Context: an optimization exercise on an open-source flow, tuned for a short achievable clock period and few clock cycles. The choices shown serve that exercise and are no tape-out recipe.
The RTL was checked by simulation tests, not by an equivalence proof against the original design.
No activity file was given, so power comes from the tool's default toggle rates.

`flow/config.mk`:
```
export PLATFORM = sky130hd
export DESIGN_NAME = RISC_16_top
export DESIGN_NICKNAME = RISC_16_top
export VERILOG_FILES = /design/flow/design.v
export SDC_FILE = /design/flow/constraint.sdc
export NUM_CORES = 4
export LEC_CHECK = 0
export CAP_MARGIN = 20
export CORE_MARGIN = 2
export CORE_UTILIZATION = 40
export PLACE_DENSITY = 0.6
export SLEW_MARGIN = 20
```
`flow/constraint.sdc`:
```
create_clock -name core_clock -period 10.0 [get_ports {clk}]
set_input_delay 2.0000 -clock core_clock [delete_from_list [all_inputs] [get_ports {clk}]]
set_output_delay 2.0000 -clock core_clock [all_outputs]
set_load 0.01 [all_outputs]
```
`flow/design.v`:
```
`timescale 1ns / 1ps
module AND(
input a,
input b,
output c
    );
assign c = a & b;
endmodule
`timescale 1ns / 1ps
module MUX(
    input wire signal,
    input wire [7:0] mux_in1,
    input wire [7:0] mux_in2,
    output reg [7:0] mux_out
);
always @(*) begin
   case(signal)
       1'b0: mux_out = mux_in1;
       1'b1: mux_out = mux_in2;
   endcase
end
endmodule
`timescale 1ns / 1ps
module ALU(
    input wire [7:0] data_in1,
    input wire [7:0] data_in2,
    input wire [3:0] opcode,
    input wire ALU_src,
    input wire clk,
    input wire rst,
    output reg [7:0] result,
    output reg compare
);
reg [7:0] alu_value;
always @(*) begin
    alu_value = 8'b00000000;
    case (opcode)
        4'b0000: alu_value = data_in1 + data_in2;    
        4'b0001: alu_value = data_in1 - data_in2;    
        4'b0010: alu_value = data_in1 & data_in2;    
        4'b0011: alu_value = data_in1 | data_in2;    
        4'b0100: alu_value = data_in1 ^ data_in2;    
        4'b0101: alu_value = data_in1 >> data_in2;   
        4'b0110: alu_value = data_in1 << data_in2;   
        4'b1001: alu_value = data_in1 + data_in2;    
        4'b1010: alu_value = data_in1 + data_in2;    
        default: alu_value = 8'b00000000;
    endcase
end
always @(*) begin
    compare = 1'b0;
    if (ALU_src) begin
        case (opcode)
            4'b0111: compare = (data_in1 == data_in2);  
            4'b1000: compare = (data_in1 != data_in2);  
            default: compare = 1'b0;
        endcase
    end
end
always @(posedge clk or posedge rst) begin
    if (rst)
        result <= 8'b00000000;
    else if (ALU_src)
        result <= alu_value;
end
endmodule
`timescale 1ns / 1ps
module program_counter(
    input clk,
    input rst,
    input [7:0] pc_increment,  
    input jump,
    input PC_enable,
    input [7:0] jump_label,
    output reg [5:0] instruction_addr
);
    always @(posedge clk or posedge rst) begin
        if (rst) begin
            instruction_addr <= 6'b000001;
        end
        else if (PC_enable) begin
            if (jump)
                instruction_addr <= jump_label[5:0];   
            else if (pc_increment[5:0] == 6'b000000)
                instruction_addr <= instruction_addr + 6'b000001;   
            else
                instruction_addr <= instruction_addr + pc_increment[5:0];  
        end
    end
endmodule
module instruction_decoder(
    input wire [16:0] instruction,   
    output reg [4:0] opcode,         
    output reg [3:0] read_reg1,      
    output reg [3:0] read_reg2,      
    output reg [3:0] write_reg,      
    output reg [7:0] immediate       
);
always @(*) begin
    opcode    = instruction[16:12];  
    read_reg1 = instruction[11:8];   
    read_reg2 = instruction[7:4];    
    if (opcode < 5'b00111) begin  
        write_reg  = instruction[3:0];    
        immediate  = 8'b00000000;         
    end
    else if (instruction[16] == 1'b1) begin  
        write_reg  = instruction[3:0];    
        immediate  = {4'b0000, instruction[11:8]};
    end
    else begin
        write_reg  = instruction[11:8];              
        immediate  = {4'b0000, instruction[3:0]};    
    end
end
endmodule
module control_unit_multicycle(
    input wire clk,               
    input wire reset,             
    input wire [4:0] opcode,      
    output reg reg_write,         
    output reg branch,
    output reg ALU_src,
    output reg load,
    output reg immediate_signal,
    output reg mem_write,
    output reg jump,
    output reg PC_enable,         
    output reg IR_enable,         
    output reg mem_enable,        
    output reg reg_enable,        
    output reg halted             
);
localparam FETCH = 3'b000;
localparam DECODE = 3'b001;
localparam EXECUTE = 3'b010;
localparam MEMORY = 3'b011;
localparam WRITEBACK = 3'b100;
reg [2:0] state, next_state;
always @(posedge clk or posedge reset) begin
    if (reset)
        state <= FETCH;
    else
        state <= next_state;
end
always @(posedge clk or posedge reset) begin
    if (reset)
        halted <= 1'b0;
    else if (state == EXECUTE && opcode > 5'b01011)
        halted <= 1'b1;
end
always @(*) begin
    case (state)
        FETCH: next_state = DECODE;
        DECODE: next_state = EXECUTE;
        EXECUTE: begin
            if (opcode == 5'b01001 || opcode == 5'b01010)   
                next_state = MEMORY;
            else if (opcode < 7)                           
                next_state = WRITEBACK;
            else                                         
                next_state = FETCH;
        end
        MEMORY: begin
            if (opcode == 5'b01001)                       
                next_state = WRITEBACK;
            else                                         
                next_state = FETCH;
        end
        WRITEBACK: next_state = FETCH;
        default: next_state = FETCH;
    endcase
end
always @(*) begin
    reg_write = 1'b0;
    branch = 1'b0;
    ALU_src = 1'b0;
    load = 1'b0;
    immediate_signal = 1'b0;
    mem_write = 1'b0;
    jump = 1'b0;
    PC_enable = 1'b0;
    IR_enable = 1'b0;
    mem_enable = 1'b0;
    reg_enable = 1'b0;
    case (state)
        FETCH: begin
            IR_enable = 1'b1;     
        end
        DECODE: begin
            reg_enable = 1'b1;    
        end
        EXECUTE: begin
            if (opcode < 7) begin
                ALU_src = 1'b1;   
            end
            else if (opcode[4] == 1'b1) begin
                ALU_src = 1'b0;   
                immediate_signal = 1'b1;
            end
            else begin
                case (opcode)
                    5'b00111, 5'b01000: begin   
                        ALU_src = 1'b1;
                        branch = 1'b1;
                        PC_enable = 1'b1;     
                    end
                    5'b01001, 5'b01010: begin   
                        ALU_src = 1'b1;
                        load = 1'b1;          
                    end
                    5'b01011: begin           
                        jump = 1'b1;
                        PC_enable = 1'b1;     
                    end
                    default: ;
                endcase
            end
        end
        MEMORY: begin
            mem_enable = 1'b1;    
            if (opcode == 5'b01010) begin   
                mem_write = 1'b1;
                PC_enable = 1'b1;   
            end
        end
        WRITEBACK: begin
            reg_enable = 1'b1;     
            reg_write = 1'b1;      
            load = (opcode == 5'b01001);  
            PC_enable = 1'b1;      
        end
        default: ;
    endcase
end
endmodule
`timescale 1ns / 1ps
module Register_file(
input clk,
input rst,
input [3:0] read_reg1,
input [3:0] read_reg2,
input [3:0] write_reg,
input [7:0] write_data,
input reg_write,
input reg_enable,
output reg [7:0] read_data1,
output reg [7:0] read_data2,
    output [7:0] r4_out,
    output [7:0] r8_out
);
reg [7:0] register_memory [15:0];
function [7:0] reset_value;
    input [3:0] idx;
    begin
        case (idx)
            4'd1, 4'd2, 4'd7: reset_value = 8'd1;
            4'd6, 4'd8, 4'd9, 4'd10: reset_value = 8'd0;
            4'd11: reset_value = 8'd4;
            default: reset_value = 8'd5;
        endcase
    end
endfunction
integer i;
always @(posedge clk or posedge rst) begin
    if (rst) begin
        for (i = 0; i < 16; i = i + 1)
            register_memory[i] <= reset_value(i[3:0]);
    end
    else if (reg_enable && reg_write) begin
        register_memory[write_reg] <= write_data;
    end
end
always @(posedge clk or posedge rst) begin
    if (rst) begin
        read_data1 <= 8'b00000000;
        read_data2 <= 8'b00000000;
    end
    else if (reg_enable && !reg_write) begin
        read_data1 <= register_memory[read_reg1];
        read_data2 <= register_memory[read_reg2];
    end
end
assign r4_out = register_memory[4];
assign r8_out = register_memory[8];
endmodule
`timescale 1ns / 1ps
module RISC_16_top(
    input clk,
    input rst,
    output [5:0] instruction_addr,
    input [16:0] instruction,
    output [7:0] mem_addr,
    output [7:0] mem_wdata,
    output mem_we,
    input [7:0] mem_rdata,
    output halted,
    output [7:0] r4_out,   
    output [7:0] r8_out    
);
    wire [4:0] opcode;    
    wire [3:0] read_reg1;  
    wire [3:0] read_reg2;  
    wire [3:0] write_reg;  
    wire [7:0] write_data;
    wire [7:0] read_data1;
    wire [7:0] read_data2;
    wire [7:0] immediate;
    wire compare;
    wire mem_write;
    wire load_signal;
    wire reg_write;         
    wire ALU_src;
    wire branch;
    wire jump;
    wire immediate_signal;
    wire branch_increment_signal;
    wire [7:0] pc_increment;
    wire [7:0] alu_result;
    wire [7:0] read_data1_mux;
    wire PC_enable;
    wire reg_enable;
    wire IR_enable;
    wire mem_enable;
    program_counter uut (
        .clk(clk),
        .rst(rst),
        .instruction_addr(instruction_addr),
        .pc_increment(pc_increment),
        .jump(jump),
        .jump_label(immediate),
        .PC_enable(PC_enable)
    );
    instruction_decoder id(
    .opcode(opcode),
    .read_reg1(read_reg1),
    .read_reg2(read_reg2),
    .write_reg(write_reg),
    .instruction(instruction),
    .immediate(immediate)
    );
    control_unit_multicycle cu(
    .reset(rst),
    .clk(clk),
    .opcode(opcode),
    .branch(branch),
    .ALU_src(ALU_src),
    .reg_write(reg_write),
    .load(load_signal),
    .mem_write(mem_write),
    .jump(jump),
    .immediate_signal(immediate_signal),
    .PC_enable(PC_enable),
    .reg_enable(reg_enable),
    .mem_enable(mem_enable),
    .IR_enable(IR_enable),
    .halted(halted)
    );
    Register_file rf(
    .clk(clk),
    .rst(rst),
    .read_reg1(read_reg1),
    .read_reg2(read_reg2),
    .write_reg(write_reg),
    .write_data(write_data),
    .read_data1(read_data1),
    .read_data2(read_data2),
    .reg_write(reg_write),
    .reg_enable(reg_enable),
    .r4_out(r4_out),
    .r8_out(r8_out)
    );
    ALU alu(
    .data_in1(read_data1_mux),
    .data_in2(read_data2),
    .opcode(opcode[3:0]),
    .clk(clk),
    .rst(rst),
    .result(alu_result),
    .ALU_src(ALU_src),
    .compare(compare)
    );
    assign mem_addr  = alu_result;
    assign mem_wdata = read_data1;
    assign mem_we    = mem_write & mem_enable;
    MUX memory_ALU_mux(
    .signal(load_signal),
    .mux_in2(mem_rdata),
    .mux_in1(alu_result),
    .mux_out(write_data)
    );
    AND branch_ALU(
    .a(branch),
    .b(compare),
    .c(branch_increment_signal)
    );
     MUX alu_input_selector(
    .signal(load_signal),
    .mux_in2(immediate),
    .mux_in1(read_data1),
    .mux_out(read_data1_mux)
    );
    MUX branch_mux(
    .signal(branch_increment_signal),
    .mux_in2(immediate),
    .mux_in1(8'b1),
    .mux_out(pc_increment)
    );
endmodule
```
`flow/run.sh`:
```
#!/bin/bash
# synth_recipe.tcl (not shown) runs the flow's synth.tcl, then flattens the netlist and writes it again
# the make line also repeats each setting of config.mk as NAME=value (left out here)
make -C /OpenROAD-flow-scripts/flow DESIGN_CONFIG=/design/flow/config.mk WORK_HOME=/design/flow/orfs CLKGATE_MAP_FILE= SYNTH_SCRIPT=/design/flow/synth_recipe.tcl finish
```
==> results of run 1 <==
-- per-stage QoR --
stage | hold slack (ns) | worst slack (ns) | util | total power, mW | instance area [um^2]
2_1_floorplan | 0.457 | 3.66 | - | 1.68 | 11000
3_3_place_gp | 0.464 | 2.73 | 0.441 | 2.13 | 11900
3_5_place_dp | 0.481 | 2.61 | 0.441 | 2.13 | 11900
4_1_cts | 0.490 | 3.04 | 0.463 | 2.82 | 12500
5_1_grt | 0.511 | 2.57 | 0.464 | 3.00 | 12500
6_report | 0.484 | 2.98 | 0.464 | 2.83 | 12500
-- registers in the layout, summed over array words and instances (netlist names) --
name,cells
cu.state,3
rf.register_memory,128
uut.instruction_addr,6
cu.halted,1
rf.read_data1,8
alu.result,8
rf.read_data2,8
-- cell type report --
cell class,instances,area share
inverters,41,0.0127
clock buffers,18,0.0342
clock inverters,14,0.0132
well taps,341,0.0340
flip-flops and latches,162,0.325
multi-input cells,982,0.512
repair buffers,92,0.0687
-- logic make-up (layout without fill, tap and decap cells) --
family                     after synthesis  in the layout  synth area share
muxes                                  109            109             0.116
DFF                                    162            162             0.371
xor gates and xnor gates                11             11           0.00875
AOI/OAI and AO/OA                      400            400             0.233
and+or+nand+nor                        428            428             0.184
buffers and inverters                  131            165            0.0472
adders and majority gates               34             34            0.0407
-- routing by layer --
metal / global-route usage / part of all wire
met1: 0.386 / 0.44
met2: 0.426 / 0.44
met3: 0.0319 / 0.070
met4: 0.130 / 0.050
met5: 0 / 0
-- power by group through the flow --
stage / clock network [mW] / logic (mW) / registers (mW)
CTS: 0.691 / 1.14 / 0.989
floorplan: 0 / 0.739 / 0.940
detailed placement: 0 / 1.13 / 1.00
global placement: 0 / 1.13 / 1.00
finish: 0.684 / 1.15 / 0.995
global route: 0.721 / 1.27 / 1.01
-- synth_stat cells (12+ instances only) --
cell                         n  share of area
sky130_fd_sc_hd__nand2_1   165          0.056
sky130_fd_sc_hd__dfrtp_1   141           0.32
sky130_fd_sc_hd__o21ai_0   115          0.052
sky130_fd_sc_hd__nor2_1    100          0.034
sky130_fd_sc_hd__a21oi_1    99          0.045
sky130_fd_sc_hd__mux2_2     63          0.064
sky130_fd_sc_hd__clkbuf_1   60          0.020
sky130_fd_sc_hd__inv_1      40          0.014
sky130_fd_sc_hd__mux2i_1    37          0.034
sky130_fd_sc_hd__ha_1       31          0.035
sky130_fd_sc_hd__nand3_1    29          0.013
sky130_fd_sc_hd__nor2b_1    28          0.016
sky130_fd_sc_hd__a22oi_1    21          0.014
sky130_fd_sc_hd__dfstp_2    21          0.050
sky130_fd_sc_hd__a221oi_1   18          0.014
sky130_fd_sc_hd__and2_1     16         0.0091
sky130_fd_sc_hd__buf_2      16         0.0073
sky130_fd_sc_hd__nand2b_1   15         0.0085
sky130_fd_sc_hd__nor3_1     15         0.0068
sky130_fd_sc_hd__o22ai_1    15         0.0085
sky130_fd_sc_hd__a32oi_1    14          0.011
sky130_fd_sc_hd__o211ai_1   14         0.0095
sky130_fd_sc_hd__a31oi_1    13         0.0074
sky130_fd_sc_hd__buf_1      13         0.0044
sky130_fd_sc_hd__a211oi_1   12         0.0082
-- layout by cell type, fill, tap and decap left out, types with 7 or more instances in the layout --
master	netlist	routed
sky130_fd_sc_hd__nand4_1	9	9
sky130_fd_sc_hd__o21ai_0	115	115
sky130_fd_sc_hd__nand2_1	165	165
sky130_fd_sc_hd__mux4_2	9	9
sky130_fd_sc_hd__mux2_2	63	63
sky130_fd_sc_hd__nor2_1	100	100
sky130_fd_sc_hd__or3_1	7	7
sky130_fd_sc_hd__dfrtp_1	141	141
sky130_fd_sc_hd__buf_4	0	25
sky130_fd_sc_hd__a21oi_1	99	99
sky130_fd_sc_hd__mux2i_1	37	36
sky130_fd_sc_hd__inv_6	0	8
sky130_fd_sc_hd__nor3_1	15	15
sky130_fd_sc_hd__and3_1	10	10
sky130_fd_sc_hd__and2_1	16	16
sky130_fd_sc_hd__a22oi_1	21	21
sky130_fd_sc_hd__ha_1	31	31
sky130_fd_sc_hd__inv_1	40	39
sky130_fd_sc_hd__dfstp_2	21	21
sky130_fd_sc_hd__clkbuf_16	0	17
sky130_fd_sc_hd__o22ai_1	15	15
sky130_fd_sc_hd__nand3_1	29	29
sky130_fd_sc_hd__a211oi_1	12	12
sky130_fd_sc_hd__clkdlybuf4s50_1	0	63
sky130_fd_sc_hd__a32oi_1	14	14
sky130_fd_sc_hd__o211ai_1	14	14
sky130_fd_sc_hd__nor2b_1	28	27
sky130_fd_sc_hd__a221oi_1	18	18
sky130_fd_sc_hd__a31oi_1	13	13
sky130_fd_sc_hd__nand2b_1	15	15
-- critical path, stage by stage --
cell and delay [ns]:
sky130_fd_sc_hd__clkdlybuf4s50_1 0.90, sky130_fd_sc_hd__nor3b_2 0.41, sky130_fd_sc_hd__nand2_1 0.19, sky130_fd_sc_hd__nor2_4 0.35, sky130_fd_sc_hd__mux2i_1 0.65, sky130_fd_sc_hd__inv_1 0.19
sky130_fd_sc_hd__ha_1 0.38, sky130_fd_sc_hd__nand4_1 0.17, sky130_fd_sc_hd__or3_1 0.39, sky130_fd_sc_hd__a211o_1 0.36, sky130_fd_sc_hd__nand2b_1 0.20, sky130_fd_sc_hd__inv_1 0.07
sky130_fd_sc_hd__ha_1 0.21, sky130_fd_sc_hd__a21o_1 0.18, sky130_fd_sc_hd__a21oi_1 0.21, sky130_fd_sc_hd__nor2b_1 0.08, sky130_fd_sc_hd__o211ai_1 0.19, sky130_fd_sc_hd__xnor2_1 0.08
sky130_fd_sc_hd__and2_1 0.15
-- how the worst max path moves through the flow --
stage	startpoint	endpoint	cells after the start
6_report	instruction[15]	uut.instruction_addr[5]	19
4_1_cts	instruction[15]	uut.instruction_addr[5]	19
2_1_floorplan	rst	alu.result[0]	1
3_3_place_gp	instruction[15]	uut.instruction_addr[5]	19
5_1_grt	instruction[15]	uut.instruction_addr[5]	19
3_5_place_dp	instruction[15]	uut.instruction_addr[5]	19
==> results.txt, run 1 <==
* Horizontal die dimension at 170 um
* First-pass iteration count of the detailed router at 5
* Worst relative slew slack at 0.289
* Top Ports at 67
* Insertion delay to the later sink of the worst-skew pair at 0.44 ns
* ANT nets after route at 0
* Critical path class: input port to flop
* IR drop worst, VDD at 0.114 mV
* Number of global-route vias before repair at 9,662
* Pwr dens at about 230 nW/um^2
* Clock power share at 0.242
* Sequential cell area at 4080 um^2
* Root cell of the clock tree: sky130_fd_sc_hd__clkbuf_16
* Comb power frac at 0.407
* Gate Count Post-Synth at around 1,300
* Element type at the critical path end: flop
* Die height at 170 um
* TritonCTS Buffers at 17
* Count of placed standard cells in the final layout, fillers left out at 1,650
* Critical path data arrival time at about 7.4 ns
* P_int at 1.66 mW
* Power share of the sequential group at 0.352
* Result of the run: no timing/DRC/antenna violations
* Fraction of final layout cells sized beyond drive strength 1 at 0.134
* Row count at 60
* First-pass GRT wire length at 60,100 um
* Number of cells upsized or downsized after cts at 0
* Antenna diode count at 0
* Transition time at the pin with the least slew margin at ~1.0 ns
* Hold Startpoint: cu.halted
* Number of violations reported at the end of detailed-routing iteration 0 at 1,199
* Placeable core region at 27,000 um^2
* Max_cap viols at 0
* Worst Skew at 0.0139 ns
* Synthesized area per cell at about 8.6 um^2
* Period utilization at 0.702
* Synth warn at 7
* Endpoint of the worst register-to-register path: uut.instruction_addr[5]
* Total via count in the routed design at 10,300
* Setup slack of the worst register-to-register path at 5.11 ns
* Wirelength per Cell at 23.8 um
* Switching part of the total power at 0.415
* Finish-stage setup viols at 0
* Sequential share of the synthesized area at 0.371
* Number of buffers inserted by hold repair at cts at 0
* Final slew viol count at 0
* Floorplan die area at between 20,000 and 30,000 um^2
* Flop and latch count out of synthesis at between 150 and 200
* Initial antenna violation count at 0
* Largest net degree at the start of global routing at roughly 110
* Final Routed Wirelength at roughly 39,000 um
* Clock tree from TritonCTS: built
* Routability cong. at 0.964
* Setup repair after global routing missed its margin: false
* Number of cells on the worst reg-to-reg path at 20
* Number of setup buffers added after CTS at 0
* Source of the worst register-to-register timing path: cu.state[2]
* Number of flops mapped to enable cells by yosys at 0
* Vias per Instance at 6.27
* Post-synth ARST share at 1.00
* Area of the mapped netlist at approximately 11,000 um^2
* Longest Clk Path Bufs at 2
* Final nets at 1,357
* Area of combinational cells with multiple inputs at about 6400 um^2
* Net switching power figure at 1.18 mW
* Largest fanout on the critical path at 20
* Leak Pwr at ~5.3 nW
* Placed Cells incl. Taps at 1,617
* # DRC at 0
* Initial Utilization at 0.407
* Hold endpoint: cu.halted
* Hold-critical path depth at 1
* Clock transition time at the flip-flop clock pins of the worst setup and hold paths at 0.07 ns
* CTS H-tree lvls at 4
* Final HPWL from detailed placement at 27,800 um
* Distinct cell type count after synthesis at between 70 and 80
* Final-layout setup total negative slack at 0 ns
* Highest attainable clock frequency at 142 MHz
* Number of inserted filler cells in the final layout at roughly 2,700
* Worst hold path type: flop to flop
* Most instantiated flip-flop cell in the synthesis netlist: sky130_fd_sc_hd__dfrtp_1
* Post-synth net total at 1,336
* Total global routing overflow at 0
* Number of buffers inserted by port buffering at between 60 and 70
* Crit path time final at 7.02 ns
* Area added between synthesis and finish at 13.9%
* Global-route total usage across every layer at 0.275
* Required time reported for the critical path endpoint at around 10 ns
* Fin. Hold Viols at 0
* Startpoint type of the worst setup path: input port
* Clock Sinks at around 160
Testbench counts, summed over its fixed seeds: cycles 177,589.
==> run 2, diff against run 1 <==
--- a/flow/design.v
+++ b/flow/design.v
@@ -299,111 +299,142 @@
     output [7:0] r8_out    
 );
-    wire [4:0] opcode;    
-    wire [3:0] read_reg1;  
-    wire [3:0] read_reg2;  
-    wire [3:0] write_reg;  
-    wire [7:0] write_data;
-    wire [7:0] read_data1;
-    wire [7:0] read_data2;
-    wire [7:0] immediate;
-    wire compare;
-    wire mem_write;
-    wire load_signal;
-    wire reg_write;         
-    wire ALU_src;
-    wire branch;
-    wire jump;
-    wire immediate_signal;
-    wire branch_increment_signal;
-    wire [7:0] pc_increment;
-    wire [7:0] alu_result;
-    wire [7:0] read_data1_mux;
-    wire PC_enable;
-    wire reg_enable;
-    wire IR_enable;
-    wire mem_enable;
-    program_counter uut (
-        .clk(clk),
-        .rst(rst),
-        .instruction_addr(instruction_addr),
-        .pc_increment(pc_increment),
-        .jump(jump),
-        .jump_label(immediate),
-        .PC_enable(PC_enable)
-    );
-    instruction_decoder id(
-    .opcode(opcode),
-    .read_reg1(read_reg1),
-    .read_reg2(read_reg2),
-    .write_reg(write_reg),
-    .instruction(instruction),
-    .immediate(immediate)
-    );
-    control_unit_multicycle cu(
-    .reset(rst),
-    .clk(clk),
-    .opcode(opcode),
-    .branch(branch),
-    .ALU_src(ALU_src),
-    .reg_write(reg_write),
-    .load(load_signal),
-    .mem_write(mem_write),
-    .jump(jump),
-    .immediate_signal(immediate_signal),
-    .PC_enable(PC_enable),
-    .reg_enable(reg_enable),
-    .mem_enable(mem_enable),
-    .IR_enable(IR_enable),
-    .halted(halted)
-    );
-    Register_file rf(
-    .clk(clk),
-    .rst(rst),
-    .read_reg1(read_reg1),
-    .read_reg2(read_reg2),
-    .write_reg(write_reg),
-    .write_data(write_data),
-    .read_data1(read_data1),
-    .read_data2(read_data2),
-    .reg_write(reg_write),
-    .reg_enable(reg_enable),
-    .r4_out(r4_out),
-    .r8_out(r8_out)
-    );
-    ALU alu(
-    .data_in1(read_data1_mux),
-    .data_in2(read_data2),
-    .opcode(opcode[3:0]),
-    .clk(clk),
-    .rst(rst),
-    .result(alu_result),
-    .ALU_src(ALU_src),
-    .compare(compare)
-    );
-    assign mem_addr  = alu_result;
-    assign mem_wdata = read_data1;
-    assign mem_we    = mem_write & mem_enable;
-    MUX memory_ALU_mux(
-    .signal(load_signal),
-    .mux_in2(mem_rdata),
-    .mux_in1(alu_result),
-    .mux_out(write_data)
-    );
-    AND branch_ALU(
-    .a(branch),
-    .b(compare),
-    .c(branch_increment_signal)
-    );
-     MUX alu_input_selector(
-    .signal(load_signal),
-    .mux_in2(immediate),
-    .mux_in1(read_data1),
-    .mux_out(read_data1_mux)
-    );
-    MUX branch_mux(
-    .signal(branch_increment_signal),
-    .mux_in2(immediate),
-    .mux_in1(8'b1),
-    .mux_out(pc_increment)
-    );
+    reg [5:0] f_pc;      
+    reg [5:0] d_pc;      
+    reg       d_v;       
+    reg       boot;      
+    reg [16:0] ir;
+    reg [5:0]  e_pc;
+    reg        e_v;
+    reg [7:0] R [0:15];
+    reg       l1_v, l2_v;
+    reg [3:0] l1_d, l2_d;
+    reg [7:0] ma, mwd;
+    reg       mwe;
+    reg       halted_r;
+    assign instruction_addr = f_pc;
+    assign mem_addr  = ma;
+    assign mem_wdata = mwd;
+    assign mem_we    = mwe;
+    assign halted    = halted_r;
+    assign r4_out    = R[4];
+    assign r8_out    = R[8];
+    wire [4:0] op = ir[16:12];
+    wire [3:0] fa = ir[11:8];
+    wire [3:0] fb = ir[7:4];
+    wire [3:0] fd = ir[3:0];
+    wire is_alu  = (op < 5'd7);
+    wire is_br   = (op == 5'd7) || (op == 5'd8);
+    wire is_ld   = (op == 5'd9);
+    wire is_st   = (op == 5'd10);
+    wire is_halt = (op >= 5'd12);
+    wire use_a = is_alu | is_br | is_st;
+    wire use_b = is_alu | is_br | is_ld | is_st;
+    wire haz_a = use_a & ((l1_v & (l1_d == fa)) | (l2_v & (l2_d == fa)));
+    wire haz_b = use_b & ((l1_v & (l1_d == fb)) | (l2_v & (l2_d == fb)));
+    wire stall = haz_a | haz_b | (is_halt & l1_v);
+    wire go      = e_v & ~stall & ~halted_r;
+    wire ex_free = ~e_v | go;
+    wire [7:0] a = R[fa];
+    wire [7:0] b = R[fb];
+    reg [7:0] res;
+    always @(*) begin
+        case (op[2:0])
+            3'd0: res = a + b;
+            3'd1: res = a - b;
+            3'd2: res = a & b;
+            3'd3: res = a | b;
+            3'd4: res = a ^ b;
+            3'd5: res = (b[7:3] != 5'd0) ? 8'd0 : (a >> b[2:0]);
+            3'd6: res = (b[7:3] != 5'd0) ? 8'd0 : (a << b[2:0]);
+            default: res = 8'd0;
+        endcase
+    end
+    wire eq    = (a == b);
+    wire taken = go & is_br & (op[0] ? eq : ~eq);    
+    wire [5:0] br_target = e_pc + ((fd == 4'd0) ? 6'd1 : {2'b00, fd});
+    wire halt_now = go & is_halt;
+    wire alu_we   = go & is_alu;
+    wire id_jump = d_v & (instruction[16:12] == 5'd11) & ~taken;
+    wire refetch = d_v & ~ex_free & ~id_jump;
+    always @(posedge clk or posedge rst) begin
+        if (rst) begin
+            f_pc <= 6'd1;
+            d_pc <= 6'd1;
+            d_v  <= 1'b1;
+            boot <= 1'b1;
+        end else if (!halted_r) begin
+            boot <= 1'b0;
+            d_pc <= f_pc;
+            if (halt_now) begin
+                f_pc <= e_pc;
+                d_v  <= 1'b0;
+            end else if (taken) begin
+                f_pc <= br_target;
+                d_v  <= 1'b0;
+            end else if (id_jump) begin
+                f_pc <= {2'b00, instruction[3:0]};
+                d_v  <= 1'b0;
+            end else if (refetch) begin
+                f_pc <= d_pc;
+                d_v  <= 1'b0;
+            end else begin
+                f_pc <= f_pc + 6'd1;
+                d_v  <= ~boot;
+            end
+        end
+    end
+    always @(posedge clk or posedge rst) begin
+        if (rst) begin
+            ir   <= 17'd0;
+            e_pc <= 6'd0;
+            e_v  <= 1'b0;
+        end else if (ex_free) begin
+            ir   <= instruction;
+            e_pc <= d_pc;
+            e_v  <= d_v & ~taken & ~id_jump & ~halt_now
+                    & (instruction[16:12] != 5'd11);
+        end
+    end
+    always @(posedge clk or posedge rst) begin
+        if (rst) begin
+            halted_r <= 1'b0;
+            l1_v <= 1'b0; l1_d <= 4'd0;
+            l2_v <= 1'b0; l2_d <= 4'd0;
+            ma <= 8'd0; mwd <= 8'd0; mwe <= 1'b0;
+        end else begin
+            if (halt_now) halted_r <= 1'b1;
+            l1_v <= go & is_ld;
+            l1_d <= fa;
+            l2_v <= l1_v & ~(alu_we & (fd == l1_d));
+            l2_d <= l1_d;
+            ma  <= b + {4'b0000, fd};
+            mwd <= a;
+            mwe <= go & is_st;
+        end
+    end
+    function [7:0] reset_value;
+        input [3:0] idx;
+        begin
+            case (idx)
+                4'd1, 4'd2, 4'd7: reset_value = 8'd1;
+                4'd6, 4'd8, 4'd9, 4'd10: reset_value = 8'd0;
+                4'd11: reset_value = 8'd4;
+                default: reset_value = 8'd5;
+            endcase
+        end
+    endfunction
+    integer i;
+    always @(posedge clk or posedge rst) begin
+        if (rst) begin
+            for (i = 0; i < 16; i = i + 1)
+                R[i] <= reset_value(i[3:0]);
+        end else begin
+            for (i = 0; i < 16; i = i + 1) begin
+                if (alu_we && fd == i[3:0])
+                    R[i] <= res;
+                else if (l2_v && l2_d == i[3:0])
+                    R[i] <= mem_rdata;
+            end
+        end
+    end
 endmodule
==> run 2 against run 1 <==
  * Critical endpoint is now R[15][6]
  * Still clean
  * Via count rose by 17%
  * Non-clock buffer count rose by 5
  * Clock power shrank 5.3%
  * Synthesized cell count is 15% higher
  * Largest power group unchanged
  * Cell count is 17% higher
  * Fmax rose by 30%
  * Count of clock-buffer cells in the layout up 3
  * Total power increased by 120%
  * Global-route usage increased by 0.69 points
==> results.txt, run 2 <==
* Result of the run: no timing/DRC/antenna violations
* Initial antenna violation count at 0
* Synthesized area per cell at 9.24 um^2
* Synth warn at 2
* Top cells by area in the synthesized netlist: sky130_fd_sc_hd__dfrtp_1 (31%), sky130_fd_sc_hd__mux2i_1 (8.2%), sky130_fd_sc_hd__mux2_2 (6.4%)
* Biggest cell delay along the critical path at about 0.63 ns
* Final-layout setup total negative slack at 0 ns
* Vias per Instance at 6.29
* Element type at the critical path end: flop
* Final slew viol count at 0
* Initial Utilization at 0.406
* Cell type contributing the most total cell area after synthesis: sky130_fd_sc_hd__dfrtp_1
* TritonCTS Buffers at 17
* Crit path time final at 5.41 ns
* Post-synth ARST share at 1.00
* Routability cong. at 1.00
* Sequential cell area at 4890 um^2
* Critical path class: flop to flop
* Finish-stage setup viols at 0
* First-pass GRT wire length at approximately 76,000 um
* Wirelength per Cell at 26.0 um
* Total via count in the routed design at 12,100
* Transition time at the pin with the least slew margin at 1.14 ns
* Setup slack of the worst register-to-register path at ~4.6 ns
* Min Hold Slack at 0.502 ns
* Number of inserted filler cells in the final layout at 3,230
* Area of the mapped netlist at 13,600 um^2
* Worst Skew at about 0.016 ns
* Number of flip-flops under the largest register name at 128
* Period utilization at 0.541
* Largest fanout on the critical path at 38
* Highest attainable clock frequency at 185 MHz
* Largest register by flop count: R
* Count leader, synth: sky130_fd_sc_hd__dfrtp_1
* First-pass iteration count of the detailed router at 5
* Longest Clk Path Bufs at 2
* Gate Count Post-Synth at between 1,000 and 1,500
* ANT nets after route at 0
* Worst hold path type: flop to flop
* Leak Pwr at 6.17 nW
* Antenna diode count at 0
* Clock Sinks at 194
* Fraction of final layout cells sized beyond drive strength 1 at 0.139
* Hold-critical path depth at 2
* Horizontal die dimension at 188 um
* Hold endpoint: e_pc[1]
* Number of buffers inserted by hold repair at cts at 0
* Global-route total usage across every layer at 0.282
* # DRC at 0
* Total global routing overflow at 0
* Distinct cell type count after synthesis at 86
* Number of buffers inserted by port buffering at 66
* Number of violations reported at the end of detailed-routing iteration 0 at 1,292
* Largest regs: R (128), ir (17)
* Clock transition time at the flip-flop clock pins of the worst setup and hold paths at about 0.08 ns
* Sequential share of the synthesized area at 0.359
* Number of setup buffers added after CTS at 0
* Ordered cell list for the critical path: buf_4, nor2_1, a22o_1, a221oi_1, o21ai_0, o32ai_1, inv_1, ha_1, fa_1, inv_1, o21bai_1, a21o_1, a21o_1, a21oi_1, o31a_1, o221ai_1, a21oi_4, mux2i_1
* Most used cells in the layout excluding fill and tap cells: sky130_fd_sc_hd__dfrtp_1 (166), sky130_fd_sc_hd__a21oi_1 (150), sky130_fd_sc_hd__mux2i_1 (111)
* Root cell of the clock tree: sky130_fd_sc_hd__clkbuf_16
* Number of flops mapped to enable cells by yosys at 0
* Commonest cells in the netlist: sky130_fd_sc_hd__dfrtp_1 (170), sky130_fd_sc_hd__a21oi_1 (150), sky130_fd_sc_hd__mux2i_1 (111), sky130_fd_sc_hd__nor2_1 (109), sky130_fd_sc_hd__mux2_2 (77)
* Setup repair after global routing missed its margin: false
* Final Routed Wirelength at 50,200 um
* Largest net degree at the start of global routing at 122
* Clock tree from TritonCTS: built
* Most instantiated flip-flop cell in the synthesis netlist: sky130_fd_sc_hd__dfrtp_1
* Area added between synthesis and finish at 11.6%
* Source of the worst register-to-register timing path: ir[10]
* Final nets at 1,534
* Worst relative slew slack at 0.234
* Slowest cell on the critical path: sky130_fd_sc_hd__a21oi_4
* Hold Startpoint: d_pc[1]
* Fraction of post-synthesis cell area in the top cell type by area at 0.313
* Row count at 67
* Number of cells upsized or downsized after cts at 0
* Floorplan die area at 35,500 um^2
* Most common cell after layout, fill and taps aside: sky130_fd_sc_hd__dfrtp_1
* Pwr dens at 416 nW/um^2
* Insertion delay to the later sink of the worst-skew pair at 0.46 ns
* Critical path data arrival time at 5.70 ns
* Die height at 188 um
* Placeable core region at 33,500 um^2
* Fin. Hold Viols at 0
* Max_cap viols at 0
* CTS H-tree lvls at 4
* Startpoint type of the worst setup path: flop
* IR drop worst, VDD at 0.258 mV
* Number of cells on the worst reg-to-reg path at 18
* Flop and latch count out of synthesis at 194
* Post-synth net total at 1,535
* Top Ports at 67
* Endpoint of the worst register-to-register path: R[15][6]
* Area of combinational cells with multiple inputs at 8100 um^2
* Required time reported for the critical path endpoint at 10.29 ns
* Final HPWL from detailed placement at 35,800 um
* Number of global-route vias before repair at 11,600
## run 2: worst max path at each step
| stage | start | to | slack [ns] | cells past startpoint |
|---|---|---|---|---|
| 3_5_place_dp | ir[10] | R[15][6] | 4.55 | 18 |
| 4_1_cts | ir[10] | R[2][6] | 4.52 | 18 |
| 6_report | ir[10] | R[15][6] | 4.59 | 18 |
| 5_1_grt | ir[10] | R[2][6] | 4.23 | 18 |
| 3_3_place_gp | ir[10] | R[13][6] | 4.65 | 18 |
| 2_1_floorplan | rst | R[0][1] | 2.76 | 1 |
## run 2: critical path, delay by kind of cell, from the launching register on
| kind | cells | cell delay [ns] |
|---|---|---|
| AO/OA/AOI/OAI | 11 | 2.82 |
| adder cells (fa/ha/maj) | 2 | 0.70 |
| buffers and inverters | 3 | 0.74 |
| flip-flops | 1 | 0.59 |
| multiplexers | 1 | 0.18 |
| AND/OR/NAND/NOR | 1 | 0.16 |
## run 2: layout make-up
type                       instances  share of cell area
tap                              448              0.0369
clock inverter                    11             0.00552
timing repair buffer              97              0.0602
inverter                          49              0.0127
sequential                       194               0.322
clock buffer                      21              0.0290
multi-input combinational       1112               0.534
## run 2: power breakdown
| part | internal [mW] | total [mW] | switching [mW] |
|---|---|---|---|
| clock network | 0.321 | 0.648 | 0.328 |
| registers | 1.12 | 1.53 | 0.412 |
| logic | 1.57 | 4.13 | 2.56 |
## run 2: layer usage
metal,track usage,vias up,part of all wire
li1,-,5415,-
met1,0.378,6042,0.43
met2,0.450,548,0.46
met3,0.0440,139,0.061
met4,0.129,0,0.047
met5,0,-,0
## run 2: logic make-up after synthesis
logic type,Yosys count,share of synthesized area
AOI/OAI and AO/OA,434,0.214
xor gates and xnor gates,35,0.0225
adders and majority gates,36,0.0353
buffers and inverters,166,0.0521
DFF,194,0.359
muxes,194,0.155
and+or+nand+nor,413,0.161
## run 2: stage by stage
step / instance area [um^2] / worst slack (ns) / power (mW) / std cells / utilization
floorplan: 13600 / 2.76 / 4.21 / 1472 / -
global placement: 14600 / 4.65 / 5.51 / 1899 / 0.435
detailed placement: 14600 / 4.55 / 5.54 / 1899 / 0.436
CTS: 15100 / 4.52 / 6.21 / 1931 / 0.451
global route: 15200 / 4.23 / 6.69 / 1932 / 0.453
finish: 15200 / 4.59 / 6.31 / 1932 / 0.453
Testbench counts of run 2, summed over its fixed seeds: cycles 55,868.

## afterwards: timing with drivers on the ports
In the flow no input, the clock included, has a driving cell. The finished layouts below were timed again as built, in two steps.
Step 1: set_driving_cell puts a clkbuf_16 on clk and a buf_2 on each other input, an assumption about the parent block.
Step 2 times the ports against the registers' clock, not the clock port: input delays grow and output delays shrink by t, the midpoint of the rising clock arrivals with the driver on.
a / b / c = no drivers / after step 1 / after step 2; a / b = the first two.
run	t (ns)	setup WS [ns]	worst register clock-pin slew, ns
run 1	0.483	2.976 / 2.996 / 2.513	0.08 / 0.08
run 2	0.506	4.588 / 4.588 / 4.588	0.08 / 0.08
After both steps every run listed still meets setup and hold. The setup slack of run 1, which loses most, moves by +0.020 ns with the drivers and by -0.463 ns with both steps.
